Background: an optimization exercise with open tools, aiming at small area, a short achievable clock period and few clock cycles. Do not read the settings as production practice. Only simulation tests tie the RTL to the original design; equivalence was not proved. No activity file was given, so power comes from the tool's default toggle rates.

### design.v
module happy_face (
    input wire signed [31:0] s_x,
    input wire signed [31:0] s_y,
    input wire signed [31:0] height,
    input wire __clock,
    input wire __reset,
    input wire __start,
    input wire __ready,
    output reg __valid,
    output reg __done,
    output reg signed [31:0] __output_0,
    output reg signed [31:0] __output_1
);
    localparam [2:0] IDLE = 3'd0, INIT = 3'd1, CIRC = 3'd2, EPRE = 3'd3,
                     EYE = 3'd4, ESW = 3'd5, DONE = 3'd6, NEGM = 3'd7;
    reg [2:0] ph;
    reg [7:0] k;       
    reg eye;           
    reg neg;           
    reg decr;          
    reg contf;         
    reg lastcolf;      
    reg [9:0] x;       
    reg [10:0] y;      
    reg [11:0] s;      
    reg [11:0] g;      
    reg [9:0] q;       
    reg [1:0] r3;      
    reg lastrowf;      
    reg bnegf;         
    reg qzf;           
    wire adv = __ready | ~__valid;
    wire go = ~__start & ~__reset & adv;
    wire iINIT = (ph == INIT);
    wire iCIRC = (ph == CIRC);
    wire iEPRE = (ph == EPRE);
    wire iEYE = (ph == EYE);
    wire iESW = (ph == ESW);
    wire iDONE = (ph == DONE);
    wire iNEGM = (ph == NEGM);
    wire k0 = k[0], k1 = k[1], k2 = k[2], k3 = k[3];
    wire k4 = k[4], k5 = k[5], k6 = k[6], k7 = k[7];
    reg [9:0] xinc;
    reg [10:0] ydec;
    reg [11:0] sinc;
    reg [11:0] sd;
    reg [12:0] sz;     
    integer i;
    always @* begin
        for (i = 0; i < 10; i = i + 1) xinc[i] = x[i] ^ (&(x | ~((10'd1 << i) - 10'd1)));
        for (i = 0; i < 11; i = i + 1) ydec[i] = y[i] ^ (~|(y & ((11'd1 << i) - 11'd1)));
        for (i = 0; i < 12; i = i + 1) sinc[i] = s[i] ^ (&(s | ~((12'd1 << i) - 12'd1)));
        for (i = 0; i < 13; i = i + 1) sz[i] = ~|(s & ((13'd1 << i) - 13'd1));
        for (i = 0; i < 12; i = i + 1) sd[i] = s[i] ^ (decr & sz[i]);
    end
    wire bneg = bnegf;
    wire dec_now = ~g[11] & (|g[10:0]);         
    wire [11:0] ycmp = {y[10], y} - {2'b00, x};
    wire cont_now = ~ycmp[11];                   
    wire qz = qzf;
    wire [3:0] dv = {r3, q[9:8]};
    reg [1:0] qd, rn;
    always @* begin
        case (dv)
            4'd0: begin qd = 2'd0; rn = 2'd0; end
            4'd1: begin qd = 2'd0; rn = 2'd1; end
            4'd2: begin qd = 2'd0; rn = 2'd2; end
            4'd3: begin qd = 2'd1; rn = 2'd0; end
            4'd4: begin qd = 2'd1; rn = 2'd1; end
            4'd5: begin qd = 2'd1; rn = 2'd2; end
            4'd6: begin qd = 2'd2; rn = 2'd0; end
            4'd7: begin qd = 2'd2; rn = 2'd1; end
            4'd8: begin qd = 2'd2; rn = 2'd2; end
            4'd9: begin qd = 2'd3; rn = 2'd0; end
            4'd10: begin qd = 2'd3; rn = 2'd1; end
            default: begin qd = 2'd3; rn = 2'd2; end
        endcase
    end
    wire divstep = iCIRC & (x == 10'd0) & (k0 | k1 | k2 | k3 | k4);
    wire [11:0] gop = k1 ? {~ydec, 1'b1} : {1'b0, xinc, 1'b1};
    wire [11:0] gsum;
    hf_add12 u_gadd (.a(g), .b(gop), .ci(k1), .s(gsum));
    wire [11:0] x2 = {1'b0, x, 1'b0};
    wire [11:0] y2 = y[10] ? 12'd2 : {y, 1'b0};    
    wire ysg = y[10];
    wire lastrow = lastrowf;
    wire s0_x2 = iCIRC & k1;
    wire s0_s = (iCIRC & (k3 | (k7 & contf))) | iNEGM;
    wire s0_y2 = iCIRC & k5;
    wire s0_y = iCIRC & k7 & ~contf;
    wire s0_sd = iEYE & lastrow & lastcolf;
    wire [11:0] p0 = ({12{s0_x2}} & x2) | ({12{s0_s}} & s) | ({12{s0_y2}} & y2) |
                     ({12{s0_y}} & {1'b0, y}) | ({12{s0_sd}} & sd) |
                     (iEPRE ? 12'd10 : 12'd0) | (iESW ? 12'd20 : 12'd0);
    wire s1_y2 = iCIRC & (k0 | k1 | k2);
    wire s1_s = (iCIRC & k3) | iINIT | iNEGM;
    wire s1_x2 = iCIRC & (k4 | k5 | k6);
    wire s1_sd = (iCIRC & k7 & contf & ~bneg) | (iEYE & lastrow);
    wire s1_x = iCIRC & k7 & ~contf;
    wire [11:0] p1 = ({12{s1_y2}} & y2) | ({12{s1_s}} & s) | ({12{s1_x2}} & x2) |
                     ({12{s1_sd}} & sd) | ({12{s1_x}} & {2'b00, x}) |
                     (iEPRE ? 12'd5 : 12'd0);
    reg inv0, inv1, c0, c1, en0, en1;
    always @* begin
        inv0 = 1'b0; inv1 = 1'b0; c0 = 1'b0; c1 = 1'b0; en0 = 1'b0; en1 = 1'b0;
        case (ph)
            INIT: en1 = 1'b1;
            CIRC: begin
                if (k0) begin en1 = 1'b1; inv1 = ~ysg; c1 = ~ysg; end
                if (k1) begin en0 = 1'b1; inv0 = 1'b1; c0 = 1'b1;
                              en1 = 1'b1; inv1 = ysg; c1 = ysg; end
                if (k2) begin en1 = 1'b1; inv1 = ~ysg; c1 = ~ysg; end
                if (k3) begin en0 = 1'b1; en1 = 1'b1; end
                if (k4) begin en1 = 1'b1; inv1 = 1'b1; c1 = 1'b1; end
                if (k5) begin en0 = 1'b1; inv0 = ~ysg; c0 = ~ysg; en1 = 1'b1; end
                if (k6) begin en1 = 1'b1; inv1 = 1'b1; c1 = 1'b1; end
                if (k7) begin
                    if (contf) begin
                        en0 = 1'b1; c0 = 1'b1; en1 = 1'b1; inv1 = bneg;
                    end else begin
                        en0 = ~qz; en1 = ~qz;
                    end
                end
            end
            EPRE: begin en0 = 1'b1; en1 = 1'b1; end
            EYE: begin
                if (!lastrow) begin
                    en1 = 1'b1; c1 = 1'b1;
                end else if (!lastcolf) begin
                    en0 = 1'b1; c0 = 1'b1; en1 = 1'b1; inv1 = 1'b1; c1 = 1'b1;
                end else if (!eye) begin
                    en0 = 1'b1; inv0 = 1'b1; c0 = 1'b1; en1 = 1'b1; inv1 = 1'b1; c1 = 1'b1;
                end
            end
            ESW: begin en0 = 1'b1; inv0 = 1'b1; c0 = 1'b1; end
            NEGM: begin
                if (~eye & (k0 | k1 | k4 | k5)) begin en1 = 1'b1; inv1 = 1'b1; c1 = 1'b1; end
                if (~eye & (k2 | k3)) en1 = 1'b1;
                if (~eye & k6) begin en0 = 1'b1; en1 = 1'b1; end
                if (eye & (k0 | k1)) begin en0 = 1'b1; inv0 = 1'b1; c0 = 1'b1; end
            end
            default: ;
        endcase
    end
    wire [19:0] hh = {q, x} & {20{neg & (iINIT | iNEGM)}};
    wire [31:0] d0 = {hh, p0} ^ {32{inv0}};
    wire [31:0] d1 = {hh, p1} ^ {32{inv1}};
    wire [31:0] sum0, sum1;
    hf_add32 u_add0 (.a(__output_0), .b(d0), .ci(c0), .s(sum0));
    hf_add32 u_add1 (.a(__output_1), .b(d1), .ci(c1), .s(sum1));
    always @(posedge __clock) begin
        if (__start) begin
            __output_0 <= s_x;
            __output_1 <= s_y;
        end else if (go) begin
            if (en0) __output_0 <= sum0;
            if (en1) __output_1 <= sum1;
        end
    end
    wire exit_eye = iCIRC & k7 & ~contf & ~qz;
    wire col_next = iEYE & lastrow & ~lastcolf;
    wire eye_switch = iEYE & lastrow & lastcolf & ~eye;
    wire x_inc = (iCIRC & k7 & contf) | col_next;
    wire x_clr = exit_eye | eye_switch;
    wire [9:0] x_next = x_inc ? xinc : (x_clr ? 10'd0 : x);
    wire y_dn = (iCIRC & k7 & contf & decr) | (iEYE & ~lastrow);
    wire y_ld = iINIT | iEPRE | col_next | eye_switch;
    wire [10:0] y_next = y_ld ? sd[10:0] : (y_dn ? ydec : y);
    always @(posedge __clock) begin
        if (__start) begin
            x <= height[21:12];
            s <= height[11:0];
            g <= ~height[11:0];
            q <= height[31:22];
            neg <= height[31];
        end else if (go) begin
            if (x_inc | x_clr) x <= x_next;
            if (y_dn | y_ld) y <= y_next;
            if (iCIRC & k7 & contf & ~decr) s <= sinc;
            if (exit_eye) s <= {2'b00, q};
            if ((iCIRC & k0) | (iCIRC & k1 & decr)) g <= gsum;
            if (iINIT & ~neg) begin
                q <= s[9:0];
                r3 <= 2'd0;
            end
            if (divstep) begin
                q <= {q[7:0], qd};
                r3 <= rn;
            end
            if (iCIRC & k5) qzf <= (q == 10'd0);
            if (iCIRC & k2) bnegf <= dec_now & sz[12];
            if (iEPRE | iEYE) lastrowf <= (y_next == 11'd0);
            if (iEPRE | iEYE) lastcolf <= (x_next == sd[9:0]);
        end
    end
    always @(posedge __clock) begin
        if (__start) begin
            ph <= INIT;
            __valid <= 1'b0;
            __done <= 1'b0;
            decr <= 1'b0;
        end else if (__reset) begin
            ph <= IDLE;
            __valid <= 1'b0;
            __done <= 1'b0;
        end else if (adv) begin
            case (ph)
                INIT: begin
                    __valid <= 1'b1;
                    k <= 8'd1;
                    eye <= 1'b0;
                    decr <= 1'b0;
                    ph <= neg ? NEGM : CIRC;
                end
                CIRC: begin
                    k <= {k[6:0], k[7]};
                    if (k2) begin
                        decr <= dec_now;
                        contf <= cont_now;
                    end
                    if (k7 & ~contf) begin
                        if (qz) begin
                            ph <= DONE;
                            __done <= 1'b1;
                        end else begin
                            ph <= EPRE;
                            __valid <= 1'b0;
                            decr <= 1'b1;
                        end
                    end
                end
                EPRE: begin
                    ph <= EYE;
                    __valid <= 1'b1;
                end
                EYE: begin
                    if (lastrow & lastcolf) begin
                        if (!eye) begin
                            ph <= ESW;
                            __valid <= 1'b0;
                            eye <= 1'b1;
                        end else begin
                            ph <= DONE;
                            __done <= 1'b1;
                        end
                    end
                end
                ESW: begin
                    ph <= EYE;
                    __valid <= 1'b1;
                end
                NEGM: begin
                    k <= {k[6:0], k[7]};
                    if (k7) eye <= 1'b1;
                    if (eye & k3) begin
                        __done <= 1'b1;
                        ph <= DONE;
                    end else begin
                        __valid <= ~((~eye & (k0 | k2 | k4)) | (eye & k0));
                    end
                end
                DONE: begin
                    ph <= IDLE;
                    __valid <= 1'b0;
                    __done <= 1'b0;
                end
                default: __valid <= 1'b0;
            endcase
        end
    end
endmodule
module hf_add32 (
    input wire [31:0] a,
    input wire [31:0] b,
    input wire ci,
    output wire [31:0] s
);
    wire [31:0] p = a ^ b;
    wire [31:0] g = a & b;
    wire gc0 = g[0] | (p[0] & ci);
    wire G1 = g[1] | (p[1] & gc0);
    wire G2 = g[3] | (p[3] & g[2]);
    wire P2 = p[3] & p[2];
    wire G3 = g[5] | (p[5] & g[4]);
    wire P3 = p[5] & p[4];
    wire G4 = g[7] | (p[7] & g[6]);
    wire P4 = p[7] & p[6];
    wire G5 = g[9] | (p[9] & g[8]);
    wire P5 = p[9] & p[8];
    wire G6 = g[11] | (p[11] & g[10]);
    wire P6 = p[11] & p[10];
    wire G7 = g[13] | (p[13] & g[12]);
    wire P7 = p[13] & p[12];
    wire G8 = g[15] | (p[15] & g[14]);
    wire P8 = p[15] & p[14];
    wire G9 = g[17] | (p[17] & g[16]);
    wire P9 = p[17] & p[16];
    wire G10 = g[19] | (p[19] & g[18]);
    wire P10 = p[19] & p[18];
    wire G11 = g[21] | (p[21] & g[20]);
    wire P11 = p[21] & p[20];
    wire G12 = g[23] | (p[23] & g[22]);
    wire P12 = p[23] & p[22];
    wire G13 = g[25] | (p[25] & g[24]);
    wire P13 = p[25] & p[24];
    wire G14 = g[27] | (p[27] & g[26]);
    wire P14 = p[27] & p[26];
    wire G15 = g[29] | (p[29] & g[28]);
    wire P15 = p[29] & p[28];
    wire G16 = g[31] | (p[31] & g[30]);
    wire P16 = p[31] & p[30];
    wire G17 = G2 | (P2 & G1);
    wire G18 = G4 | (P4 & G3);
    wire P18 = P4 & P3;
    wire G19 = G6 | (P6 & G5);
    wire P19 = P6 & P5;
    wire G20 = G8 | (P8 & G7);
    wire P20 = P8 & P7;
    wire G21 = G10 | (P10 & G9);
    wire P21 = P10 & P9;
    wire G22 = G12 | (P12 & G11);
    wire P22 = P12 & P11;
    wire G23 = G14 | (P14 & G13);
    wire P23 = P14 & P13;
    wire G24 = G16 | (P16 & G15);
    wire P24 = P16 & P15;
    wire G25 = G18 | (P18 & G17);
    wire G26 = G20 | (P20 & G19);
    wire P26 = P20 & P19;
    wire G27 = G22 | (P22 & G21);
    wire P27 = P22 & P21;
    wire G28 = G24 | (P24 & G23);
    wire P28 = P24 & P23;
    wire G29 = G26 | (P26 & G25);
    wire G30 = G28 | (P28 & G27);
    wire P30 = P28 & P27;
    wire G31 = G30 | (P30 & G29);
    wire G32 = G27 | (P27 & G29);
    wire G33 = G19 | (P19 & G25);
    wire G34 = G21 | (P21 & G29);
    wire G35 = G23 | (P23 & G32);
    wire G36 = G3 | (P3 & G17);
    wire G37 = G5 | (P5 & G25);
    wire G38 = G7 | (P7 & G33);
    wire G39 = G9 | (P9 & G29);
    wire G40 = G11 | (P11 & G34);
    wire G41 = G13 | (P13 & G32);
    wire G42 = G15 | (P15 & G35);
    wire G43 = g[2] | (p[2] & G1);
    wire G44 = g[4] | (p[4] & G17);
    wire G45 = g[6] | (p[6] & G36);
    wire G46 = g[8] | (p[8] & G25);
    wire G47 = g[10] | (p[10] & G37);
    wire G48 = g[12] | (p[12] & G33);
    wire G49 = g[14] | (p[14] & G38);
    wire G50 = g[16] | (p[16] & G29);
    wire G51 = g[18] | (p[18] & G39);
    wire G52 = g[20] | (p[20] & G34);
    wire G53 = g[22] | (p[22] & G40);
    wire G54 = g[24] | (p[24] & G32);
    wire G55 = g[26] | (p[26] & G41);
    wire G56 = g[28] | (p[28] & G35);
    wire G57 = g[30] | (p[30] & G42);
    assign s[0] = p[0] ^ ci;
    assign s[1] = p[1] ^ gc0;
    assign s[2] = p[2] ^ G1;
    assign s[3] = p[3] ^ G43;
    assign s[4] = p[4] ^ G17;
    assign s[5] = p[5] ^ G44;
    assign s[6] = p[6] ^ G36;
    assign s[7] = p[7] ^ G45;
    assign s[8] = p[8] ^ G25;
    assign s[9] = p[9] ^ G46;
    assign s[10] = p[10] ^ G37;
    assign s[11] = p[11] ^ G47;
    assign s[12] = p[12] ^ G33;
    assign s[13] = p[13] ^ G48;
    assign s[14] = p[14] ^ G38;
    assign s[15] = p[15] ^ G49;
    assign s[16] = p[16] ^ G29;
    assign s[17] = p[17] ^ G50;
    assign s[18] = p[18] ^ G39;
    assign s[19] = p[19] ^ G51;
    assign s[20] = p[20] ^ G34;
    assign s[21] = p[21] ^ G52;
    assign s[22] = p[22] ^ G40;
    assign s[23] = p[23] ^ G53;
    assign s[24] = p[24] ^ G32;
    assign s[25] = p[25] ^ G54;
    assign s[26] = p[26] ^ G41;
    assign s[27] = p[27] ^ G55;
    assign s[28] = p[28] ^ G35;
    assign s[29] = p[29] ^ G56;
    assign s[30] = p[30] ^ G42;
    assign s[31] = p[31] ^ G57;
endmodule
module hf_add12 (
    input wire [11:0] a,
    input wire [11:0] b,
    input wire ci,
    output wire [11:0] s
);
    wire [11:0] p = a ^ b;
    wire [11:0] g = a & b;
    wire gc0 = g[0] | (p[0] & ci);
    wire G1 = g[1] | (p[1] & gc0);
    wire G2 = g[3] | (p[3] & g[2]);
    wire P2 = p[3] & p[2];
    wire G3 = g[5] | (p[5] & g[4]);
    wire P3 = p[5] & p[4];
    wire G4 = g[7] | (p[7] & g[6]);
    wire P4 = p[7] & p[6];
    wire G5 = g[9] | (p[9] & g[8]);
    wire P5 = p[9] & p[8];
    wire G6 = g[11] | (p[11] & g[10]);
    wire P6 = p[11] & p[10];
    wire G7 = G2 | (P2 & G1);
    wire G8 = G4 | (P4 & G3);
    wire P8 = P4 & P3;
    wire G9 = G6 | (P6 & G5);
    wire P9 = P6 & P5;
    wire G10 = G8 | (P8 & G7);
    wire G11 = G9 | (P9 & G10);
    wire G12 = G3 | (P3 & G7);
    wire G13 = G5 | (P5 & G10);
    wire G14 = g[2] | (p[2] & G1);
    wire G15 = g[4] | (p[4] & G7);
    wire G16 = g[6] | (p[6] & G12);
    wire G17 = g[8] | (p[8] & G10);
    wire G18 = g[10] | (p[10] & G13);
    assign s[0] = p[0] ^ ci;
    assign s[1] = p[1] ^ gc0;
    assign s[2] = p[2] ^ G1;
    assign s[3] = p[3] ^ G14;
    assign s[4] = p[4] ^ G7;
    assign s[5] = p[5] ^ G15;
    assign s[6] = p[6] ^ G12;
    assign s[7] = p[7] ^ G16;
    assign s[8] = p[8] ^ G10;
    assign s[9] = p[9] ^ G17;
    assign s[10] = p[10] ^ G13;
    assign s[11] = p[11] ^ G18;
endmodule
### flow/run.sh
#!/bin/bash
# Standard layout, with plain buffers on the ports instead of delay buffers, a clock tree of
# smaller buffers without dummy loads, and timing repair that aims well below the clock period.
set -euo pipefail
export BUFFER_PORTS_ARGS="-buffer_cell sky130_fd_sc_hd__buf_1"
export CTS_ARGS="-sink_clustering_enable -repair_clock_nets -dont_use_dummy_load -buf_list {sky130_fd_sc_hd__clkbuf_4 sky130_fd_sc_hd__clkbuf_8}"
export SETUP_SLACK_MARGIN=14.5
bash standard.sh > standard.log 2>&1
### standard.sh
#!/bin/bash
# synth_recipe.tcl (not shown) runs the flow's synth.tcl, then flattens the netlist and writes it again
# the make line also repeats each setting of config.mk as NAME=value (left out here)
make -C /OpenROAD-flow-scripts/flow DESIGN_CONFIG=/design/flow/config.mk WORK_HOME=/design/flow/orfs CLKGATE_MAP_FILE= SYNTH_SCRIPT=/design/flow/synth_recipe.tcl "${@:-finish}"
### config.mk
export PLATFORM = sky130hd
export DESIGN_NAME = happy_face
export DESIGN_NICKNAME = happy_face
export VERILOG_FILES = /design/flow/design.v
export SDC_FILE = /design/flow/constraint.sdc
export NUM_CORES = 4
export LEC_CHECK = 0
export CAP_MARGIN = 20
export CORE_MARGIN = 2
export CORE_UTILIZATION = 40
export SLEW_MARGIN = 20
### constraint.sdc
create_clock -name core_clock -period 20.0 [get_ports {__clock}]
set_input_delay 4.0000 -clock core_clock [delete_from_list [all_inputs] [get_ports {__clock}]]
set_output_delay 4.0000 -clock core_clock [all_outputs]
set_load 0.01 [all_outputs]
==> results of run 1 <==
## routing by layer
| layer | GRT usage (%) | vias to the layer above | wire length, um |
|---|---|---|---|
| met3 | 4.33 | 97 | 3260 |
| met1 | 35.0 | 5417 | 18100 |
| met2 | 38.5 | 540 | 18800 |
| li1 | - | 5277 | - |
| met5 | 0 | - | 0 |
| met4 | 10.4 | 0 | 1700 |
## cell usage in the layout, fill, tap and decap left out, types with 17 or more instances in the layout
master,count
nand2_1,171
nor3_1,24
clkbuf_8,17
inv_1,92
a21oi_1,86
nor2_1,73
edfxtp_1,136
xor2_1,86
buf_4,62
ha_1,93
xnor2_1,51
fa_1,36
buf_1,164
o21ai_0,119
and3_1,18
nor2b_1,17
## what timing repair did
action                                 in CTS  in global routing
resized for setup                          33                 69
buffers inserted                           14                 46
endpoints found under the hold margin       0                  0
pin swaps                                   7                 31
setup endpoints to repair                 148                 47
cloned                                      2                  4
## layout make-up
class | instances | share of cell area [%]
timing repair buffer | 242 | 9.50
sequential | 142 | 28.6
tap | 396 | 3.36
multi-input combinational | 1069 | 54.5
inverter | 95 | 2.47
clock buffer | 17 | 1.59
## final timing paths
check / from / end / slack (ps) / cells past startpoint
worst max-delay path: s[1] / __output_0[31] / 14540 / 24
worst min-delay path: __done / __done / 510 / 2
worst max register to register: s[1] / __output_0[31] / 14540 / 24
worst min register to register: __done / __done / 510 / 2
## report_power, final
group	switching [mW]	internal, mW	leakage [nW]
Clock	0.109	0.0750	0.122
Sequential	0.0507	0.383	1.38
Combinational	0.253	0.188	4.19
Total	0.413	0.645	5.69
## cell usage after synthesis (12+ instances only)
master,n
fa_1,40
edfxtp_1,136
xor2_1,86
xnor2_1,52
mux2_2,16
a22oi_1,13
a222oi_1,13
ha_1,94
nor2_1,85
nand2_1,175
clkbuf_1,61
and3_1,18
nand3_1,15
nor3_1,31
inv_1,93
mux2i_1,15
a21o_1,13
nor2b_1,20
a21boi_0,12
a21oi_1,88
o21ai_0,131
## cells by family after synthesis
kind of cell,after synthesis,share of synthesized area [%]
AOI/OAI and AO/OA,359,17.9
xor gates and xnor gates,138,9.67
adders and majority gates,134,15.8
buffers and inverters,167,5.14
DFF,142,33.6
muxes,31,2.64
and+or+nand+nor,406,15.2
## through the flow
stage | cell area (um^2) | worst slack, ps | total power, mW | instances
after floorplan | 12600 | 14380 | 0.712 | 1377
after detailed placement | 13500 | 13490 | 0.842 | 1878
after global placement | 13500 | 13380 | 0.833 | 1877
after global routing | 14700 | 14370 | 1.13 | 1961
final | 14700 | 14540 | 1.06 | 1961
after CTS | 14100 | 14250 | 1.04 | 1911
## state kept, by name (all words and copies together), names as in the netlist, 2 cells and up
name and count:
__output_0 32, __output_1 32, g 12, s 12, y 11, q 10, x 10, k 8
ph 3, r3 2
## critical path, delay by kind of cell, from the launching register on
family | cells | cell delay, ps
adders and majority gates | 3 | 830
AOI/OAI and AO/OA | 10 | 1720
DFF | 1 | 410
xor gates and xnor gates | 4 | 630
buffers and inverters | 1 | 110
and+or+nand+nor | 6 | 1490
==> results by group, run 1 <==
Outcome
  • Status: complete, no violations

Floorplan
  • Core box area: 0.0307 mm^2
  • DIE AREA: 0.0327 mm^2
  • Row count: 64
  • Die Width: 181 um
  • Number of I/O pins: 166
  • DIE HEIGHT: 181 um
  • Initial Utilization: 40.8%

Clock network
  • Num CTS Buffers: 17
  • # clock sinks: 142
  • H-tree Lvls: 4
  • CTS tree: done
  • Root Driver: clkbuf_8
  • Max clock buf depth: 2
  • # hold bufs at CTS: 0
  • Clock transition at path regs: 100 ps
  • Skew-Pair Late Insertion Delay: 490 ps

Logic synthesis
  • Most used DFF post-synth: edfxtp_1
  • EDFF count, synth: 136
  • Top cell type's share of synthesized area: 32.7%
  • Synth warnings: 1
  • Sequential area share after synthesis: 33.6%
  • Post-synthesis area per instance: 9.08 um^2
  • Post-Syn Instances: 1377
  • Syn Nets: 1611
  • Synthesized cell area: 0.0125 mm^2
  • Post-synthesis register bit count: 142
  • Top cells by area, synth: edfxtp_1, ha_1, fa_1, xor2_1, nand2_1
  • Async S/R FF share, synth: 0%
  • Synth cell types: 73
  • Area leader, netlist: edfxtp_1

Critical path
  • Critical Path Fanout Max: 5
  • Worst setup EP type: flop
  • Type of origin of the critical path: flop
  • WP data arrival: 5680 ps
  • Max stage delay cell, worst path: or4b_4
  • CP required: 20220 ps
  • Crit path top cell by count: xnor2_1
  • CP Class: reg -> reg
  • CP max stage delay: 490 ps
  • CP Cell Sequence: inv_1 -> ha_4 -> or4b_4 -> nor4_4 -> and2b_2 -> nor2b_4 -> o21ai_1 -> nand2_1 -> o21ai_1 -> xnor2_1 -> ha_1 -> and2_4 -> o2111ai_1 -> a211oi_2 -> a311oi_2 -> o31ai_2 -> a41oi_2 -> a211o_1 -> o21a_1 -> fa_2 -> xor2_1 -> xnor2_1 -> xnor2_1 -> o21ai_0

Placed design
  • Port-buffer cells: 165
  • Post-DP HPWL: 31000 um
  • Global placer's final weighted congestion: 0.971

Routing
  • Antenna viol nets, final: 0
  • DRC Markers: 0
  • Drt first pass iters: 5
  • Post-DR vias/cell: 5.78
  • DRC marker count from the first detailed-route iteration: 1169
  • Final WL: 41900 um
  • Detailed-route via count: 11331
  • Post-DR wirelength/cell: 21.4 um

Global routing
  • First-pass GRT wire length: 63100 um
  • Largest net degree at the start of global routing: 66
  • Gr ovfl total: 0
  • Global Route Usage Sum: 25.1%
  • Vias in the first global route: 10702
  • Initial antenna violation count: 0

Finish
  • Multi-input gate area: 0.00803 mm^2
  • Fillers: 2995
  • FF/Latch Area: 0.00421 mm^2
  • Final nets: 1801
  • Diode count: 0
  • Fin util: 48.1%
  • Layout cells sized above 1: 12.2%
  • Area Growth Syn to Fin: 17.9%

STA
  • Slew margin rel.: 31.2%
  • Sum Neg Setup Slack: 0 ps
  • Hold Fails Final Rpt: 0
  • Worst-Margin Slew: 1030 ps
  • Max frequency: 0.183 GHz
  • Final Max Tran Viols: 0
  • Final period util: 27.3%
  • Setup Skew: 46.8 ps
  • Fin crit period: 5460 ps
  • RSZ-0062 raised after global routing: true
  • Fin Hold WS: 510 ps
  • Endpoints failing setup: 0

Power
  • PD cells: 71.8 mW/mm^2
  • Max rail drop VDD: 0.0369 mV
  • Leakage: 5.69 nW

Hold path
  • Worst min-delay path class: reg -> reg

Run
  • Number of max-cap violations: 0
Testbench counts, summed over its fixed seeds: cycles 31,968.
==> run 2: changes to the inputs <==
--- a/flow/run.sh
+++ b/flow/run.sh
@@ -5,4 +5,4 @@
 export BUFFER_PORTS_ARGS="-buffer_cell sky130_fd_sc_hd__buf_1"
 export CTS_ARGS="-sink_clustering_enable -repair_clock_nets -dont_use_dummy_load -buf_list {sky130_fd_sc_hd__clkbuf_4 sky130_fd_sc_hd__clkbuf_8}"
-export SETUP_SLACK_MARGIN=14.5
+export SETUP_SLACK_MARGIN=14
 bash standard.sh > standard.log 2>&1
==> results by group, run 2 <==
Outcome
  • Status: complete, no violations

Clock network
  • Clock transition at path regs: 60 ps (-40 ps)
  • Skew-Pair Late Insertion Delay: 490 ps (about the same)
  • Num CTS Buffers: 17 (unchanged)
  • Max clock buf depth: 2 (unchanged)
  • # clock sinks: 142 (unchanged)
  • Root Driver: clkbuf_8
  • # hold bufs at CTS: 0 (unchanged)
  • H-tree Lvls: 4 (unchanged)
  • CTS tree: done

Critical path
  • CP max stage delay: 920 ps (+430 ps)
  • Max stage delay cell, worst path: o21ai_4
  • WP data arrival: 5950 ps (+270 ps)
  • Critical Path Fanout Max: 32 (+27)
  • FF-to-FF path depth: 23 (-4.2%)
  • Worst setup EP type: flop
  • Type of origin of the critical path: input pin
  • CP Cell Sequence: clkbuf_4 -> or3_1 -> o21ai_4
  • CP required: 20060 ps (-160 ps)
  • CP Class: in -> reg

Logic synthesis
  • Top cells by area, synth: edfxtp_1, ha_1, fa_1, xor2_1, nand2_1
  • Sequential area share after synthesis: 33.6% (unchanged)
  • Synthesized cell area: 0.0125 mm^2 (unchanged)
  • Post-synthesis area per instance: 9.08 um^2 (unchanged)
  • Post-synthesis register bit count: 142 (unchanged)
  • Most frequent cells after synthesis: nand2_1, edfxtp_1, o21ai_0
  • Synth cell types: 73 (unchanged)
  • EDFF count, synth: 136 (unchanged)
  • Syn Nets: 1611 (unchanged)
  • Async S/R FF share, synth: 0% (unchanged)
  • Most common cell in the netlist: nand2_1
  • Top cell type's share of synthesized area: 32.7% (unchanged)
  • Post-Syn Instances: 1377 (unchanged)
  • Synth warnings: 1 (unchanged)
  • Area leader, netlist: edfxtp_1
  • Most used DFF post-synth: edfxtp_1

Floorplan
  • Number of I/O pins: 166 (unchanged)
  • Core box area: 0.0307 mm^2 (unchanged)
  • Die Width: 181 um (unchanged)
  • Row count: 64 (unchanged)
  • Initial Utilization: 40.8% (unchanged)
  • DIE AREA: 0.0327 mm^2 (unchanged)
  • DIE HEIGHT: 181 um (unchanged)

Global routing
  • Largest net degree at the start of global routing: 149 (+130%)
  • Global Route Usage Sum: 24.1% (-0.96 points)
  • Vias in the first global route: 10588 (-1.1%)
  • Gr ovfl total: 0 (unchanged)
  • Initial antenna violation count: 0 (unchanged)
  • First-pass GRT wire length: 61200 um (-2.9%)

Placed design
  • Placed cell areas: 0.0135 mm^2 (+0.14%)
  • Placed Instances: 1881 (+0.16%)
  • Port-buffer cells: 165 (unchanged)
  • Post-DP HPWL: 30800 um (-0.66%)
  • Global placer's final weighted congestion: 0.958 (-1.4%)

Routing
  • Drt first pass iters: 7 (+2)
  • DRC marker count from the first detailed-route iteration: 1080 (-7.6%)
  • Final WL: 39700 um (-5.2%)
  • Antenna viol nets, final: 0 (unchanged)
  • Post-DR vias/cell: 5.73 (-0.84%)
  • Detailed-route via count: 10944 (-3.4%)
  • Post-DR wirelength/cell: 20.8 um (-2.7%)
  • DRC Markers: 0 (unchanged)

Finish
  • Finished Layout Cells: 1910 (-2.6%)
  • Diode count: 0 (unchanged)
  • Fin util: 45.6% (-2.5 points)
  • Layout cells sized above 1: 6.61% (-5.6 points)
  • Largest registers: __output_0 (32), __output_1 (32)
  • Most common cell after layout, fill and taps aside: nand2_1
  • Final nets: 1750 (-2.8%)
  • Fillers: 3034 (+1.3%)
  • Final Cell Area: 0.0140 mm^2 (-5.2%)
  • Most frequent cells in the layout: nand2_1, buf_1, edfxtp_1
  • Area Growth Syn to Fin: 11.8%

STA
  • Final period util: 29.5% (+2.2 points)
  • Worst-Margin Slew: 1000 ps (-26.7 ps)
  • Sum Neg Setup Slack: 0 ps (unchanged)
  • Final Max Tran Viols: 0 (unchanged)
  • Setup Skew: 50.9 ps (+4.08 ps)
  • RSZ-0062 raised after global routing: true
  • Fin crit period: 5890 ps (+438 ps)
  • Endpoints failing setup: 0 (unchanged)
  • Slew margin rel.: 33.1% (+1.9 points)
  • Max frequency: 0.170 GHz (-7.4%)
  • Hold Fails Final Rpt: 0 (unchanged)

Power
  • Flop pwr share: 42.6% (+1.6 points)
  • Net Sw Frac: 38.5% (-0.50 points)
  • Max rail drop VDD: 0.0332 mV (-10%)
  • Sw Pwr: 0.393 mW (-4.8%)
  • Internal power: 0.627 mW (-2.8%)
  • PD cells: 73.0 mW/mm^2 (+1.7%)
  • Clk pwr share: 17.5% (about the same)
  • Combinational share of power: 39.9% (-1.7 points)
  • Leakage: 5.34 nW (-6.1%)

Hold path
  • Worst min-delay path class: reg -> reg
  • Hold Path Depth: 2 (unchanged)

Run
  • Number of max-cap violations: 0 (unchanged)
## run 2: power by group through the flow
stage,clock network [mW],registers [mW],logic [mW]
final,0.179,0.434,0.407
after global routing,0.195,0.439,0.465
after CTS,0.184,0.433,0.405
after detailed placement,0,0.439,0.401
after global placement,0,0.439,0.392
after floorplan,0,0.427,0.283
## run 2: final timing paths
| check | end | slack [ps] | from |
|---|---|---|---|
| setup / recovery | __output_0[5] | 14110 | __start |
| hold / removal | __done | 500 | __done |
| setup reg to reg | __output_0[31] | 14360 | s[0] |
| hold reg to reg | __done | 500 | __done |
## run 2: layer usage
layer	GRT usage (%)	wire (um)
met1	33.4	17800
met2	37.8	17900
met3	3.77	2630
met4	9.55	1400
met5	0	0
## run 2: cells by family after synthesis
group                    share of synthesized area, %
XOR/XNOR                                         9.67
AND/OR/NAND/NOR                                  15.2
adder cells (fa/ha/maj)                          15.8
multiplexers                                     2.64
flip-flops                                       33.6
buffers and inverters                            5.14
AO/OA/AOI/OAI                                    17.9
## run 2: layout make-up
class	instances	area (um^2)	area share [%]
repair buffers	192	900	6.44
inverters	95	359	2.57
multi-input cells	1068	7780	55.7
clock buffers	17	234	1.67
flip-flops and latches	142	4210	30.1
well taps	396	495	3.55
## run 2: metrics by stage
stage	hold WS, ps	worst slack, ps	total power, mW
6_report	503	14110	1.02
5_1_grt	538	13960	1.10
4_1_cts	507	14020	1.02
3_5_place_dp	499	13610	0.841
3_3_place_gp	500	13520	0.831
2_1_floorplan	519	13950	0.710
## run 2: what timing repair did
| action | in CTS | in global routing |
|---|---|---|
| setup endpoints to repair | 4 | 4 |
| gates resized for setup | 10 | 23 |
| gates cloned | 0 | 1 |
| buffers inserted | 1 | 10 |
| pin swaps | 1 | 2 |
| hold endpoints to repair | 0 | 0 |
## run 2: worst max-delay path: cells and delay by family
kind	cells	cell delay [ps]
buffers and inverters	1	250
AOI/OAI and AO/OA	1	920
and+or+nand+nor	1	760
==> run 3: changes to the inputs <==
--- a/flow/run.sh
+++ b/flow/run.sh
@@ -5,4 +5,4 @@
 export BUFFER_PORTS_ARGS="-buffer_cell sky130_fd_sc_hd__buf_1"
 export CTS_ARGS="-sink_clustering_enable -repair_clock_nets -dont_use_dummy_load -buf_list {sky130_fd_sc_hd__clkbuf_4 sky130_fd_sc_hd__clkbuf_8}"
-export SETUP_SLACK_MARGIN=14
+export SETUP_SLACK_MARGIN=15
 bash standard.sh > standard.log 2>&1
==> results by group, run 3 <==
STA
  • Sum Neg Setup Slack: 0 ps (unchanged)
  • Fin crit period: 5210 ps (-684 ps)
  • Endpoints failing setup: 0 (unchanged)
  • Max frequency: 0.192 GHz (+13%)
  • Worst-Margin Slew: 994 ps (-5.43 ps)
  • Slew margin rel.: 33.7% (+0.61 points)
  • Final period util: 26.0% (-3.4 points)
  • RSZ-0062 raised after global routing: true
  • Hold Fails Final Rpt: 0 (unchanged)
  • Final Max Tran Viols: 0 (unchanged)
  • Setup Skew: 50.3 ps (-0.610 ps)

Global routing
  • First-pass GRT wire length: 66100 um (+8.0%)
  • Global Route Usage Sum: 26.2% (+2.1 points)
  • Gr ovfl total: 0 (unchanged)
  • Initial antenna violation count: 0 (unchanged)
  • Largest net degree at the start of global routing: 88 (-41%)
  • Vias in the first global route: 11589 (+9.5%)

Power
  • Flop pwr share: 37.2% (-5.4 points)
  • Internal power: 0.707 mW (+13%)
  • Clk pwr share: 15.9% (-1.6 points)
  • PD cells: 70.7 mW/mm^2 (-3.2%)
  • Sw Pwr: 0.431 mW (+9.6%)
  • Combinational share of power: 46.9% (+7.0 points)
  • Leakage: 6.55 nW (+23%)
  • Net Sw Frac: 37.9% (-0.65 points)
  • Max rail drop VDD: 0.0330 mV (-0.55%)

Logic synthesis
  • Post-synthesis area per instance: 9.08 um^2 (unchanged)
  • Synth warnings: 1 (unchanged)
  • Synthesized cell area: 0.0125 mm^2 (unchanged)
  • Synth cell types: 73 (unchanged)
  • Most common cell in the netlist: nand2_1
  • Top cells by area, synth: edfxtp_1, ha_1, fa_1, xor2_1, nand2_1
  • Sequential area share after synthesis: 33.6% (unchanged)
  • Top cell type's share of synthesized area: 32.7% (unchanged)
  • Most frequent cells after synthesis: nand2_1, edfxtp_1, o21ai_0
  • EDFF count, synth: 136 (unchanged)
  • Area leader, netlist: edfxtp_1
  • Post-Syn Instances: 1377 (unchanged)
  • Most used DFF post-synth: edfxtp_1
  • Syn Nets: 1611 (unchanged)
  • Async S/R FF share, synth: 0% (unchanged)
  • Post-synthesis register bit count: 142 (unchanged)

Placed design
  • Post-DP HPWL: 30500 um (-0.97%)
  • Port-buffer cells: 165 (unchanged)
  • Global placer's final weighted congestion: 0.982 (+2.6%)

Floorplan
  • Die Width: 181 um (unchanged)
  • DIE AREA: 0.0327 mm^2 (unchanged)
  • Number of I/O pins: 166 (unchanged)
  • Initial Utilization: 40.8% (unchanged)
  • Core box area: 0.0307 mm^2 (unchanged)
  • Row count: 64 (unchanged)
  • DIE HEIGHT: 181 um (unchanged)

Finish
  • Fillers: 2811 (-7.4%)
  • Layout cells sized above 1: 23.1% (+16 points)
  • FF/Latch Area: 0.00421 mm^2 (+0.15%)
  • Most frequent cells in the layout: nand2_1, buf_4, edfxtp_1
  • Diode count: 0 (unchanged)
  • Largest registers: __output_0 (32), __output_1 (32)
  • Multi-input gate area: 0.00821 mm^2 (+5.5%)
  • Most common cell after layout, fill and taps aside: nand2_1
  • Fin util: 52.5% (+6.9 points)
  • Area Growth Syn to Fin: 28.8%
  • Final nets: 1919 (+9.7%)

Clock network
  • H-tree Lvls: 4 (unchanged)
  • Clock transition at path regs: 100 ps (+40 ps)
  • CTS tree: done
  • Skew-Pair Late Insertion Delay: 490 ps (about the same)
  • # clock sinks: 142 (unchanged)
  • Max clock buf depth: 2 (unchanged)
  • Root Driver: clkbuf_8
  • Num CTS Buffers: 17 (unchanged)

Critical path
  • Worst setup EP type: flop
  • Worst R2R Setup Slack: 14790 ps (+430 ps)
  • Critical Path Fanout Max: 6 (-81%)
  • CP Class: reg -> reg
  • WP data arrival: 5450 ps (-500 ps)
  • CP required: 20240 ps (+180 ps)
  • Type of origin of the critical path: flop

Routing
  • Met3 WL: 3840 um (+46%)
  • DRC marker count from the first detailed-route iteration: 1256 (+16%)
  • Met1 WL: 18100 um (+1.7%)
  • Met2 WL post-DR: 19500 um (+9.4%)
  • DRC Markers: 0 (unchanged)
  • DR top layer: met4
  • Post-DR wirelength/cell: 20.9 um (+0.55%)
  • Final WL: 43400 um (+9.4%)
  • Detailed-route via count: 11918 (+8.9%)
  • Post-DR vias/cell: 5.73 (about the same)
  • Drt first pass iters: 7 (unchanged)
  • Antenna viol nets, final: 0 (unchanged)

Run
  • Number of max-cap violations: 0 (unchanged)

Hold path
  • Worst min-delay path class: reg -> reg

Outcome
  • Status: complete, no violations
[run 3: routing by layer]
metal | global-route usage [%] | vias up
met5 | 0 | -
met4 | 11.6 | 0
met1 | 35.0 | 5675
li1 | - | 5514
met2 | 41.2 | 606
met3 | 5.24 | 123
[run 3: critical path: stages, from the launching register on]
cell and delay, ps:
edfxtp_1 440, inv_2 100, ha_4 140, or4b_4 480, nor4_4 220, and2b_2 270
nor2b_4 180, o21ai_1 70, nand2_1 80, o21ai_2 70, xnor2_1 140, ha_1 320
and2_4 150, o2111ai_2 90, a211oi_2 190, a311oi_2 90, o31ai_2 340, a41oi_2 180
a211o_1 300, o21a_1 210, fa_2 370, xor2_2 160, xnor2_1 190, xnor2_1 140
o21ai_1 70
[run 3: final cells by class]
type	count	area share (%)
Clock buffer	17	1.45
Inverter	95	2.28
Multi-Input combinational cell	1070	51.0
Sequential cell	142	26.2
Tap cell	396	3.08
Timing Repair Buffer	359	16.0
[run 3: final timing paths]
path                            cells past startpoint             end   start
worst min-delay path                                2          __done  __done
worst max-delay path                               24  __output_0[31]    s[1]
worst max register to register                     24  __output_0[31]    s[1]
worst min register to register                      2          __done  __done
[run 3: kinds of logic after synthesis]
family                     count (synthesis)  share of synthesized area (%)
DFF                                      142                           33.6
AOI/OAI and AO/OA                        359                           17.9
xor gates and xnor gates                 138                           9.67
and+or+nand+nor                          406                           15.2
adders and majority gates                134                           15.8
buffers and inverters                    167                           5.14
muxes                                     31                           2.64
[run 3: per-stage QoR]
stage | instances | hold slack (ps) | worst slack [ps] | cell area (um^2) | power (mW)
floorplan | 1377 | 519 | 14380 | 12700 | 0.714
global placement | 1879 | 494 | 13600 | 13600 | 0.832
detailed placement | 1879 | 489 | 13610 | 13600 | 0.841
CTS | 2033 | 496 | 14750 | 15500 | 1.10
global route | 2079 | 563 | 14560 | 16100 | 1.22
finish | 2079 | 499 | 14790 | 16100 | 1.14
[run 3: power by group through the flow]
stage / registers, mW / clock network (mW) / logic [mW]
after floorplan: 0.427 / 0 / 0.287
after global placement: 0.440 / 0 / 0.392
after detailed placement: 0.440 / 0 / 0.401
after CTS: 0.421 / 0.185 / 0.498
after global routing: 0.426 / 0.196 / 0.595
final: 0.423 / 0.181 / 0.534
[run 3: what timing repair did]
item                       CTS  global route
hold buffers                 0             0
resized for setup          112            97
buffers inserted           127            43
cloned                      10             2
setup endpoints to repair  257           183
pin swaps                   38            31
==> run 4: changes to the inputs <==
--- a/flow/run.sh
+++ b/flow/run.sh
@@ -5,4 +5,5 @@
 export BUFFER_PORTS_ARGS="-buffer_cell sky130_fd_sc_hd__buf_1"
 export CTS_ARGS="-sink_clustering_enable -repair_clock_nets -dont_use_dummy_load -buf_list {sky130_fd_sc_hd__clkbuf_4 sky130_fd_sc_hd__clkbuf_8}"
-export SETUP_SLACK_MARGIN=15
+export SETUP_SLACK_MARGIN=14.5
+export TNS_END_PERCENT=30
 bash standard.sh > standard.log 2>&1
==> results by group, run 4 <==
Critical path
  • Bufs and invs on worst path: 1 (unchanged)
  • CP max stage delay: 650 ps (+170 ps)
  • WP data arrival: 5680 ps (+230 ps)
  • FF-to-FF path depth: 21 (-13%)
  • CP required: 20110 ps (-130 ps)
  • Critical Path Fanout Max: 12 (+6)
  • Reg2reg start: k[7]
  • Worst R2R Setup Slack: 14480 ps (-310 ps)
  • CP Class: in -> reg
  • Max stage delay cell, worst path: nor3_1
  • CP delay by family, top: simple AND/OR/NAND/NOR gates
  • Reg2reg end: __output_0[31]
  • CP Cell Sequence: buf_1 -> nor3_1 -> o21ai_0 -> nand2_1
  • Type of origin of the critical path: input pin
  • Worst setup EP type: flop

STA
  • Setup Skew: 55.2 ps (+4.94 ps)
  • Hold Fails Final Rpt: 0 (unchanged)
  • Endpoints failing setup: 0 (unchanged)
  • Final worst-path setup slack: 14430 ps (-359 ps)
  • Slew margin rel.: 29.3% (-4.4 points)
  • Fin crit period: 5570 ps (+359 ps)
  • Max frequency: 0.180 GHz (-6.4%)
  • Worst-Margin Slew: 1060 ps (+60.9 ps)
  • Final period util: 27.8% (+1.8 points)
  • Final Max Tran Viols: 0 (unchanged)
  • Sum Neg Setup Slack: 0 ps (unchanged)
  • RSZ-0062 raised after global routing: true

Power
  • Clk pwr share: 17.2% (+1.3 points)
  • Flop pwr share: 41.4% (+4.2 points)
  • PD cells: 72.0 mW/mm^2 (+1.8%)
  • Internal power: 0.642 mW (-9.2%)
  • Max rail drop VDD: 0.0327 mV (-0.93%)
  • Leakage: 5.61 nW (-14%)
  • Total power: 1.05 mW (-7.8%)
  • Combinational share of power: 41.4% (-5.5 points)
  • Sw Pwr: 0.408 mW (-5.3%)
  • Net Sw Frac: 38.9% (+0.99 points)

Finish
  • Final nets: 1789 (-6.8%)
  • Final Cell Area: 0.0146 mm^2 (-9.4%)
  • Layout cells sized above 1: 11.0% (-12 points)
  • Largest registers: __output_0 (32), __output_1 (32)
  • Most common cell after layout, fill and taps aside: nand2_1
  • Diode count: 0 (unchanged)
  • Fin util: 47.5% (-4.9 points)
  • Fillers: 3032 (+7.9%)
  • Most frequent cells in the layout: nand2_1, buf_1, edfxtp_1
  • Area Growth Syn to Fin: 16.7%

Global routing
  • Largest net degree at the start of global routing: 89 (+1.1%)
  • Global Route Usage Sum: 25.0% (-1.2 points)
  • Initial antenna violation count: 0 (unchanged)
  • Vias in the first global route: 10730 (-7.4%)
  • Gr ovfl total: 0 (unchanged)
  • First-pass GRT wire length: 62700 um (-5.2%)

Clock network
  • H-tree Lvls: 4 (unchanged)
  • # clock sinks: 142 (unchanged)
  • Max clock buf depth: 2 (unchanged)
  • Root Driver: clkbuf_8
  • CTS tree: done
  • Clock transition at path regs: 70 ps (-30 ps)
  • Num CTS Buffers: 17 (unchanged)
  • # hold bufs at CTS: 0 (unchanged)
  • Skew-Pair Late Insertion Delay: 490 ps (about the same)

Logic synthesis
  • Synthesized cell area: 0.0125 mm^2 (unchanged)
  • Post-synthesis area per instance: 9.08 um^2 (unchanged)
  • Most common cell in the netlist: nand2_1
  • EDFF count, synth: 136 (unchanged)
  • Post-Syn Instances: 1377 (unchanged)
  • Top cell type's share of synthesized area: 32.7% (unchanged)
  • Post-synthesis register bit count: 142 (unchanged)
  • Top cells by area, synth: edfxtp_1, ha_1, fa_1, xor2_1, nand2_1
  • Synth cell types: 73 (unchanged)
  • Most used DFF post-synth: edfxtp_1
  • Sequential area share after synthesis: 33.6% (unchanged)
  • Async S/R FF share, synth: 0% (unchanged)
  • Area leader, netlist: edfxtp_1
  • Syn Nets: 1611 (unchanged)
  • Synth warnings: 1 (unchanged)
  • Most frequent cells after synthesis: nand2_1, edfxtp_1, o21ai_0

Routing
  • Detailed-route via count: 11242 (-5.7%)
  • Met3 WL: 2930 um (-24%)
  • Post-DR wirelength/cell: 21.6 um (+3.4%)
  • Met2 WL post-DR: 19300 um (-1.1%)
  • Met1 WL: 18500 um (+2.3%)
  • Post-DR vias/cell: 5.77 (+0.62%)
  • DR top layer: met4
  • DRC marker count from the first detailed-route iteration: 1298 (+3.3%)
  • Drt first pass iters: 8 (+1)
  • Antenna viol nets, final: 0 (unchanged)
  • Final WL: 42100 um (-3.1%)
  • DRC Markers: 0 (unchanged)

Floorplan
  • Number of I/O pins: 166 (unchanged)
  • Core box area: 0.0307 mm^2 (unchanged)
  • DIE AREA: 0.0327 mm^2 (unchanged)
  • Initial Utilization: 40.8% (unchanged)
  • Die Width: 181 um (unchanged)
  • Row count: 64 (unchanged)
  • DIE HEIGHT: 181 um (unchanged)

Outcome
  • Status: complete, no violations

Hold path
  • Hold Path Depth: 2 (unchanged)
  • HP Start: __done
  • Worst hold endpoint: __done
  • Worst min-delay path class: reg -> reg

Placed design
  • Post-DP HPWL: 31500 um (+3.5%)
  • Global placer's final weighted congestion: 0.977 (-0.54%)
  • Placed cell areas: 0.0135 mm^2 (-0.31%)
  • Port-buffer cells: 165 (unchanged)
  • DP Worst Slack: 13540 ps (-64.3 ps)

Run
  • Number of max-cap violations: 0 (unchanged)
[run 4: cell counts after synthesis]
Identical to the previous run, type by type.
[run 4: metal layers]
layer	vias to the layer above	global-route usage (%)
li1	5252	-
met1	5420	34.7
met2	493	39.7
met3	77	3.69
met4	0	8.74
met5	-	0
[run 4: power by group through the flow]
stage | clock network, mW | logic, mW | registers (mW)
2_1_floorplan | 0 | 0.284 | 0.427
3_3_place_gp | 0 | 0.396 | 0.440
3_5_place_dp | 0 | 0.404 | 0.440
5_1_grt | 0.193 | 0.490 | 0.440
6_report | 0.181 | 0.434 | 0.435
4_1_cts | 0.184 | 0.415 | 0.433
[run 4: worst min-delay path, delay by kind of cell (launching register included)]
family,cells,cell delay [ps]
DFF,1,310
and+or+nand+nor,2,150
[run 4: kinds of logic (layout without fill, tap and decap cells)]
kind of cell             Yosys count  after routing  synth area share, %
AND/OR/NAND/NOR                  406            406                 15.2
AO/OA/AOI/OAI                    359            360                 17.9
buffers and inverters            167            342                 5.14
flip-flops                       142            142                 33.6
XOR/XNOR                         138            138                 9.67
adder cells (fa/ha/maj)          134            134                 15.8
multiplexers                      31             31                 2.64
[run 4: timing repair]
action	in CTS	in global routing
gates cloned	2	4
gates resized for setup	27	62
buffers inserted	12	34
pin swaps	5	21
endpoints found under the setup margin	196	191
[run 4: stage by stage]
step	hold WS, ps	cells
finish	514	1949
global route	591	1949
detailed placement	511	1880
CTS	517	1911
global placement	511	1878
floorplan	519	1377
[run 4: worst max-delay path by stage]
stage / start / endpoint / slack [ps] / depth (start not counted)
after floorplan: __start / q[0] / 14380 / 5
after CTS: k[7] / __output_0[31] / 14210 / 21
after detailed placement: ph[0] / __output_0[31] / 13540 / 20
after global placement: ph[0] / __output_0[31] / 13570 / 20
after global routing: s[0] / __output_0[31] / 14240 / 24
final: __reset / s[4] / 14430 / 4
[run 4: area by class of cell]
type | count | area, um^2 | area share (%)
Clock buffer | 17 | 234 | 1.60
Tap cell | 396 | 495 | 3.40
Sequential cell | 142 | 4210 | 28.9
Timing Repair Buffer | 230 | 1310 | 8.97
Multi-Input combinational cell | 1069 | 7970 | 54.6
Inverter | 95 | 364 | 2.50
==> run 5: changes to the inputs <==
--- a/flow/run.sh
+++ b/flow/run.sh
@@ -5,5 +5,4 @@
 export BUFFER_PORTS_ARGS="-buffer_cell sky130_fd_sc_hd__buf_1"
 export CTS_ARGS="-sink_clustering_enable -repair_clock_nets -dont_use_dummy_load -buf_list {sky130_fd_sc_hd__clkbuf_4 sky130_fd_sc_hd__clkbuf_8}"
-export SETUP_SLACK_MARGIN=14.5
-export TNS_END_PERCENT=30
+export SETUP_SLACK_MARGIN=15
 bash standard.sh > standard.log 2>&1
--- a/config.mk
+++ b/config.mk
@@ -6,4 +6,5 @@
 export NUM_CORES = 4
 export LEC_CHECK = 0
+export ABC_AREA = 1
 export CAP_MARGIN = 20
 export CORE_MARGIN = 2
==> results by group, run 5 <==
Outcome
  • Status: complete, no violations

Hold path
  • Hold Path Depth: 2 (unchanged)
  • Worst min-delay path class: reg -> reg
  • Worst hold endpoint: __done
  • HP Start: __done

Routing
  • DRC marker count from the first detailed-route iteration: 1098 (-15%)
  • Post-DR vias/cell: 5.34 (-7.5%)
  • Final WL: 46700 um (+11%)
  • DRC Markers: 0 (unchanged)
  • Detailed-route via count: 12828 (+14%)
  • Drt first pass iters: 5 (-3)
  • Antenna viol nets, final: 0 (unchanged)
  • Post-DR wirelength/cell: 19.4 um (-10%)

Finish
  • Final nets: 2198 (+23%)
  • Layout cells sized above 1: 15.1% (+4.1 points)
  • Fillers: 3264 (+7.7%)
  • Area Growth Syn to Fin: 20.7%
  • Most common cell after layout, fill and taps aside: nand2_1
  • Most frequent cells in the layout: nand2_1, inv_1, edfxtp_1
  • Diode count: 0 (unchanged)
  • Finished Layout Cells: 2404 (+23%)
  • Largest registers: __output_0 (32), __output_1 (32)

Logic synthesis
  • Synthesized cell area: 0.0130 mm^2 (+4.1%)
  • Post-synthesis area per instance: 7.64 um^2 (-16%)
  • Synth Area in Adders: 15.2% (-0.63 points)
  • Most frequent cells after synthesis: nand2_1, inv_1, edfxtp_1
  • Synth cell types: 48 (-34%)
  • Compound-gate portion of the synthesized area: 12.4% (-5.5 points)
  • Async S/R FF share, synth: 0% (unchanged)
  • Top cells by area, synth: edfxtp_1, nand2_1, ha_1, inv_1, fa_1
  • Post-Syn Instances: 1703 (+24%)
  • Most used DFF post-synth: edfxtp_1
  • Top cell type's share of synthesized area: 31.4% (-1.3 points)
  • Synth warnings: 1 (unchanged)
  • Post-Synth Simple-Gate Area: 24.3% (+9.1 points)
  • Post-synthesis mux area share: 0% (-2.6 points)
  • EDFF count, synth: 136 (unchanged)
  • Area leader, netlist: edfxtp_1
  • Most common cell in the netlist: nand2_1
  • Post-synthesis register bit count: 142 (unchanged)
  • Syn Nets: 1937 (+20%)
  • Sequential area share after synthesis: 32.3% (-1.3 points)
  • Combinational family with the most area after synthesis: simple AND/OR/NAND/NOR gates
  • Synth Area in XOR/XNOR: 7.13% (-2.5 points)

STA
  • Max frequency: 0.196 GHz (+8.9%)
  • Slew margin rel.: 27.7% (-1.6 points)
  • Setup Skew: 47.4 ps (-7.81 ps)
  • Fin crit period: 5110 ps (-457 ps)
  • Fin Hold WS: 444 ps (-69.4 ps)
  • Hold Fails Final Rpt: 0 (unchanged)
  • Final period util: 25.6% (-2.3 points)
  • Final Max Tran Viols: 0 (unchanged)
  • Worst-Margin Slew: 1080 ps (+25.3 ps)
  • Endpoints failing setup: 0 (unchanged)
  • RSZ-0062 raised after global routing: true
  • Sum Neg Setup Slack: 0 ps (unchanged)

Critical path
  • CP delay by family, top: flip-flops
  • Worst path depth: 1 (-3)
  • Type of origin of the critical path: flop
  • WP data arrival: 1110 ps (-4570 ps)
  • Worst R2R Setup Slack: 15170 ps (+690 ps)
  • FF-to-FF path depth: 26 (+24%)
  • Setup crit start: __output_1[29]
  • CP max stage delay: 460 ps (-190 ps)
  • Reg2reg start: s[0]
  • CP Cell Sequence: clkbuf_2
  • Critical Path Fanout Max: 2 (-10)
  • Max stage delay cell, worst path: edfxtp_1
  • Reg2reg end: __output_1[31]
  • CP required: 16000 ps (-4110 ps)
  • CP Class: reg -> out
  • Bufs and invs on worst path: 1 (unchanged)
  • Worst setup EP type: output pin

Floorplan
  • DIE AREA: 0.0340 mm^2 (+4.1%)
  • DIE HEIGHT: 184 um (+2.0%)
  • Die Width: 184 um (+2.0%)
  • Initial Utilization: 40.3% (-0.44 points)
  • Core box area: 0.0323 mm^2 (+5.3%)
  • Number of I/O pins: 166 (unchanged)
  • Row count: 66 (+3.1%)

Power
  • PD cells: 80.7 mW/mm^2 (+12%)
  • Leakage: 7.45 nW (+33%)
  • Max rail drop VDD: 0.0366 mV (+12%)

Clock network
  • # clock sinks: 142 (unchanged)
  • Max clock buf depth: 2 (unchanged)
  • # hold bufs at CTS: 0 (unchanged)
  • Root Driver: clkbuf_8
  • Num CTS Buffers: 17 (unchanged)
  • Skew-Pair Late Insertion Delay: 510 ps (+20 ps)
  • CTS tree: done
  • H-tree Lvls: 4 (unchanged)
  • Clock transition at path regs: 80 ps (about the same)

Global routing
  • Largest net degree at the start of global routing: 85 (-4.5%)
  • Global Route Usage Sum: 27.2% (+2.2 points)
  • Vias in the first global route: 12323 (+15%)
  • First-pass GRT wire length: 69400 um (+11%)
  • Initial antenna violation count: 0 (unchanged)
  • Gr ovfl total: 0 (unchanged)

Run
  • Number of max-cap violations: 0 (unchanged)

Placed design
  • Port-buffer cells: 165 (unchanged)
  • Global placer's final weighted congestion: 1.04 (+6.9%)
  • Post-DP HPWL: 35500 um (+12%)
  • Placed Instances: 2263 (+20%)
-- run 5: cell types whose count changed in the layout (fill, tap and decap cells not counted), sizes merged, moves of 18 or more --
cell    delta
and3      -18
clkbuf    +52
inv      +134
nand2    +268
nand3     +99
nor2      +50
nor2b     -20
o21ai     -18
xnor2     -35
-- run 5: how the worst max path moves through the flow --
stage,endpoint,slack [ps]
6_report,__output_1[29],14890
3_5_place_dp,x[3],13700
5_1_grt,__output_1[31],14850
3_3_place_gp,s[2],13530
4_1_cts,__output_1[3],14860
2_1_floorplan,__output_1[0],14420
-- run 5: routing by layer --
metal  up-vias  GRT usage, %  wire, um
li1       6140             -         -
met1      5985          34.9     19100
met2       600          44.2     21600
met3       103          4.88      3910
met4         0          13.1      2090
met5         -             0         0
-- run 5: logic make-up (layout without fill, tap and decap cells) --
| logic type | Yosys count | in the layout |
|---|---|---|
| simple gates | 751 | 752 |
| buf+inv | 289 | 547 |
| xor+xnor | 106 | 106 |
| fa+ha+maj | 134 | 134 |
| compound gates | 281 | 281 |
| flops | 142 | 142 |
-- run 5: repair_timing --
| action | CTS | global route |
|---|---|---|
| setup buffers | 77 | 42 |
| setup endpoints to repair | 289 | 156 |
| gates cloned | 3 | 2 |
| gates resized for setup | 54 | 92 |
| pin swaps | 9 | 6 |
-- run 5: where the power goes --
group	switching (mW)	leakage [nW]	internal [mW]
Clock	0.106	0.122	0.0747
Sequential	0.0388	1.36	0.395
Combinational	0.379	5.97	0.274
-- run 5: worst register-to-register path: cells and delay by family, from the launching register on --
family / cells / cell delay, ps
compound gates: 2 / 330
flops: 1 / 390
fa+ha+maj: 4 / 1650
simple gates: 14 / 1220
xor+xnor: 3 / 620
buf+inv: 3 / 380
-- run 5: cell type report --
cell class	count	area, um^2	area share [%]
multi-input cells	1273	7890	50.2
flip-flops and latches	142	4220	26.8
repair buffers	297	1910	12.2
inverters	233	907	5.77
well taps	442	553	3.52
clock buffers	17	234	1.49
-- run 5: stage by stage --
step	utilization (%)	cell area [um^2]	power (mW)	worst slack [ps]
finish	48.7	15700	1.27	14890
global route	48.7	15700	1.37	14850
floorplan	-	13100	0.829	14420
detailed placement	43.6	14100	0.999	13700
global placement	43.6	14100	0.986	13530
CTS	47.0	15200	1.24	14860
==> run 6: changes to the inputs <==
--- a/flow/run.sh
+++ b/flow/run.sh
@@ -5,4 +5,4 @@
 export BUFFER_PORTS_ARGS="-buffer_cell sky130_fd_sc_hd__buf_1"
 export CTS_ARGS="-sink_clustering_enable -repair_clock_nets -dont_use_dummy_load -buf_list {sky130_fd_sc_hd__clkbuf_4 sky130_fd_sc_hd__clkbuf_8}"
-export SETUP_SLACK_MARGIN=15
+export SETUP_SLACK_MARGIN=14.5
 bash standard.sh > standard.log 2>&1
==> results by group, run 6 <==
Logic synthesis
  • Most frequent cells after synthesis: nand2_1, inv_1, edfxtp_1
  • Syn Nets: 1937 (unchanged)
  • Synthesized cell area: 0.0130 mm^2 (unchanged)
  • Top cell type's share of synthesized area: 31.4% (unchanged)
  • Sequential area share after synthesis: 32.3% (unchanged)
  • Most used DFF post-synth: edfxtp_1
  • Post-synthesis area per instance: 7.64 um^2 (unchanged)
  • Synth cell types: 48 (unchanged)
  • Top cells by area, synth: edfxtp_1, nand2_1, ha_1, inv_1, fa_1
  • Post-Syn Instances: 1703 (unchanged)
  • Synth warnings: 1 (unchanged)
  • Post-synthesis register bit count: 142 (unchanged)
  • Most common cell in the netlist: nand2_1
  • EDFF count, synth: 136 (unchanged)
  • Async S/R FF share, synth: 0% (unchanged)
  • Area leader, netlist: edfxtp_1

Floorplan
  • Row count: 66 (unchanged)
  • Number of I/O pins: 166 (unchanged)
  • DIE AREA: 0.0340 mm^2 (unchanged)
  • Initial Utilization: 40.3% (unchanged)
  • DIE HEIGHT: 184 um (unchanged)
  • Die Width: 184 um (unchanged)
  • Core box area: 0.0323 mm^2 (unchanged)

Routing
  • Antenna viol nets, final: 0 (unchanged)
  • DRC Markers: 0 (unchanged)
  • Final WL: 44500 um (-4.7%)
  • Drt first pass iters: 5 (unchanged)
  • DRC marker count from the first detailed-route iteration: 1158 (+5.5%)
  • Post-DR wirelength/cell: 19.4 um (about the same)
  • Post-DR vias/cell: 5.42 (+1.5%)
  • Detailed-route via count: 12418 (-3.2%)

Finish
  • Area Growth Syn to Fin: 11.5%
  • Diode count: 0 (unchanged)
  • Most common cell after layout, fill and taps aside: nand2_1
  • Most frequent cells in the layout: nand2_1, inv_1, buf_1
  • Final nets: 2086 (-5.1%)
  • Layout cells sized above 1: 5.51% (-9.6 points)
  • Finished Layout Cells: 2292 (-4.7%)
  • Largest registers: __output_0 (32), __output_1 (32)

Placed design
  • Global placer's final weighted congestion: 1.01 (-3.1%)
  • Port-buffer cells: 165 (unchanged)
  • Placed Instances: 2263 (unchanged)
  • Post-DP HPWL: 35300 um (-0.53%)

Hold path
  • Worst min-delay path class: reg -> reg
  • Hold Path Depth: 2 (unchanged)
  • Worst hold endpoint: __done
  • HP Start: __done

STA
  • Max frequency: 0.187 GHz (-4.2%)
  • Worst-Margin Slew: 1040 ps (-41.4 ps)
  • Slew margin rel.: 30.5% (+2.8 points)
  • Hold Fails Final Rpt: 0 (unchanged)
  • Sum Neg Setup Slack: 0 ps (unchanged)
  • Final period util: 26.7% (+1.1 points)
  • Endpoints failing setup: 0 (unchanged)
  • Fin crit period: 5340 ps (+225 ps)
  • Final Max Tran Viols: 0 (unchanged)
  • Setup Skew: 42.2 ps (-5.18 ps)
  • RSZ-0062 raised after global routing: true

Run
  • Number of max-cap violations: 0 (unchanged)

Power
  • PD cells: 81.0 mW/mm^2 (+0.36%)
  • Leakage: 6.63 nW (-11%)
  • Max rail drop VDD: 0.0392 mV (+7.2%)

Global routing
  • Largest net degree at the start of global routing: 90 (+5.9%)
  • First-pass GRT wire length: 67300 um (-3.1%)
  • Gr ovfl total: 0 (unchanged)
  • Global Route Usage Sum: 26.3% (-0.82 points)
  • Vias in the first global route: 11871 (-3.7%)
  • Initial antenna violation count: 0 (unchanged)

Critical path
  • Type of origin of the critical path: input pin
  • CP Class: in -> reg
  • WP data arrival: 5470 ps (+4360 ps)
  • Max stage delay cell, worst path: buf_4
  • Reg2reg start: k[7]
  • Reg2reg end: __output_1[31]
  • Worst setup EP type: flop
  • CP required: 20140 ps (+4140 ps)
  • FF-to-FF path depth: 28 (+7.7%)
  • CP Cell Sequence: clkbuf_8 -> buf_6 -> nor2_4 -> a41oi_4 -> buf_4
  • CP max stage delay: 430 ps (-30 ps)
  • Critical Path Fanout Max: 52 (+50)
  • Worst R2R Setup Slack: 14830 ps (-340 ps)

Clock network
  • # clock sinks: 142 (unchanged)
  • CTS tree: done
  • Clock transition at path regs: 80 ps (about the same)
  • H-tree Lvls: 4 (unchanged)
  • Skew-Pair Late Insertion Delay: 510 ps (about the same)
  • Num CTS Buffers: 17 (unchanged)
  • Root Driver: clkbuf_8
  • Max clock buf depth: 2 (unchanged)

Outcome
  • Status: complete, no violations
[run 6: worst max path at each step]
stage / from / to / slack (ps) / depth (start not counted)
2_1_floorplan: __start / __output_1[0] / 14420 / 6
3_3_place_gp: __start / s[1] / 13480 / 4
3_5_place_dp: __start / x[3] / 13690 / 6
4_1_cts: k[1] / __output_1[31] / 14430 / 29
5_1_grt: ph[0] / __output_1[31] / 14490 / 28
6_report: __start / __output_1[27] / 14660 / 5
[run 6: repair_timing]
action                                 4_1_cts  5_1_grt
endpoints found under the hold margin        0        0
pin swaps                                    0        2
hold buffers                                 0        0
gates resized for setup                      8       16
buffers inserted                             0       12
setup endpoints to repair                  116        8
[run 6: metrics by stage]
step	total power, mW	worst slack, ps	area (um^2)	hold WS, ps	utilization, %
final	1.18	14660	14500	459	45.0
after detailed placement	0.995	13690	14100	447	43.6
after global routing	1.28	14490	14500	500	45.0
after floorplan	0.829	14420	13100	467	-
after global placement	0.982	13480	14100	441	43.6
after CTS	1.18	14430	14400	459	44.5
[run 6: cell type report]
| class | instances | area, um^2 |
|---|---|---|
| fill | 3348 | 17800 |
| multi-input combinational | 1272 | 7840 |
| sequential | 142 | 4210 |
| inverter | 233 | 887 |
| timing repair buffer | 186 | 797 |
| tap | 442 | 553 |
| clock buffer | 17 | 234 |
[run 6: routing by layer]
layer  wire (um)  up-vias  GRT usage (%)
met3        3310      104           4.09
met4        1950        0           12.9
met1       18900     5831           34.9
met5           0        -              0
li1            -     5910              -
met2       20400      573           42.0
[run 6: logic make-up after synthesis]
kind of cell | after synthesis | share of synthesized area (%)
fa+ha+maj | 134 | 15.2
simple gates | 751 | 24.3
compound gates | 281 | 12.4
flops | 142 | 32.3
buf+inv | 289 | 8.68
xor+xnor | 106 | 7.13
[run 6: where the power goes]
group / internal, mW / switching [mW]
Sequential: 0.396 / 0.0516
Combinational: 0.205 / 0.343
Clock: 0.0746 / 0.106
Total: 0.676 / 0.501
[run 6: worst max-delay path, delay by kind of cell]
family | cells | cell delay [ps]
buffers and inverters | 3 | 1110
AO/OA/AOI/OAI | 1 | 180
AND/OR/NAND/NOR | 1 | 130

what the ideal ports hide:
In the flow no input, the clock included, has a driving cell. The finished layouts below were timed again as built, in two steps. Step 1 sets driving cells, clkbuf_16 on the clock port and buf_2 on the other inputs (assumed; they add their load-dependent delay and slew). Step 2 times the ports against the registers' clock, not the clock port: input delays grow and output delays shrink by t, the midpoint of the rising clock arrivals with the driver on. a / b / c = no drivers / after step 1 / after step 2; a / b = the first two.
run | t, ns | slack for setup (ns) | hold slack, ns | worst setup path at the end | worst slew at a driven data input, ns
run 1 | 0.514 | 14.544 / 14.544 / 14.062 | 0.510 / 0.510 / 0.510 | input to register | 0.04
run 2 | 0.510 | 14.106 / 14.122 / 13.612 | 0.503 / 0.503 / 0.503 | input to register | 0.04
run 3 | 0.509 | 14.790 / 14.790 / 14.333 | 0.499 / 0.499 / 0.499 | input to register | 0.15
run 4 | 0.511 | 14.431 / 14.457 / 13.946 | 0.514 / 0.514 / 0.514 | input to register | 0.07
run 5 | 0.532 | 14.888 / 14.842 / 14.435 | 0.444 / 0.444 / 0.444 | input to register | 0.16
run 6 | 0.530 | 14.663 / 14.666 / 14.135 | 0.459 / 0.459 / 0.459 | input to register | 0.05
After both steps setup and hold are still met in every run listed. For run 6, which loses most, drivers alone change the setup slack by +0.003 ns; drivers and shift together by -0.528 ns.
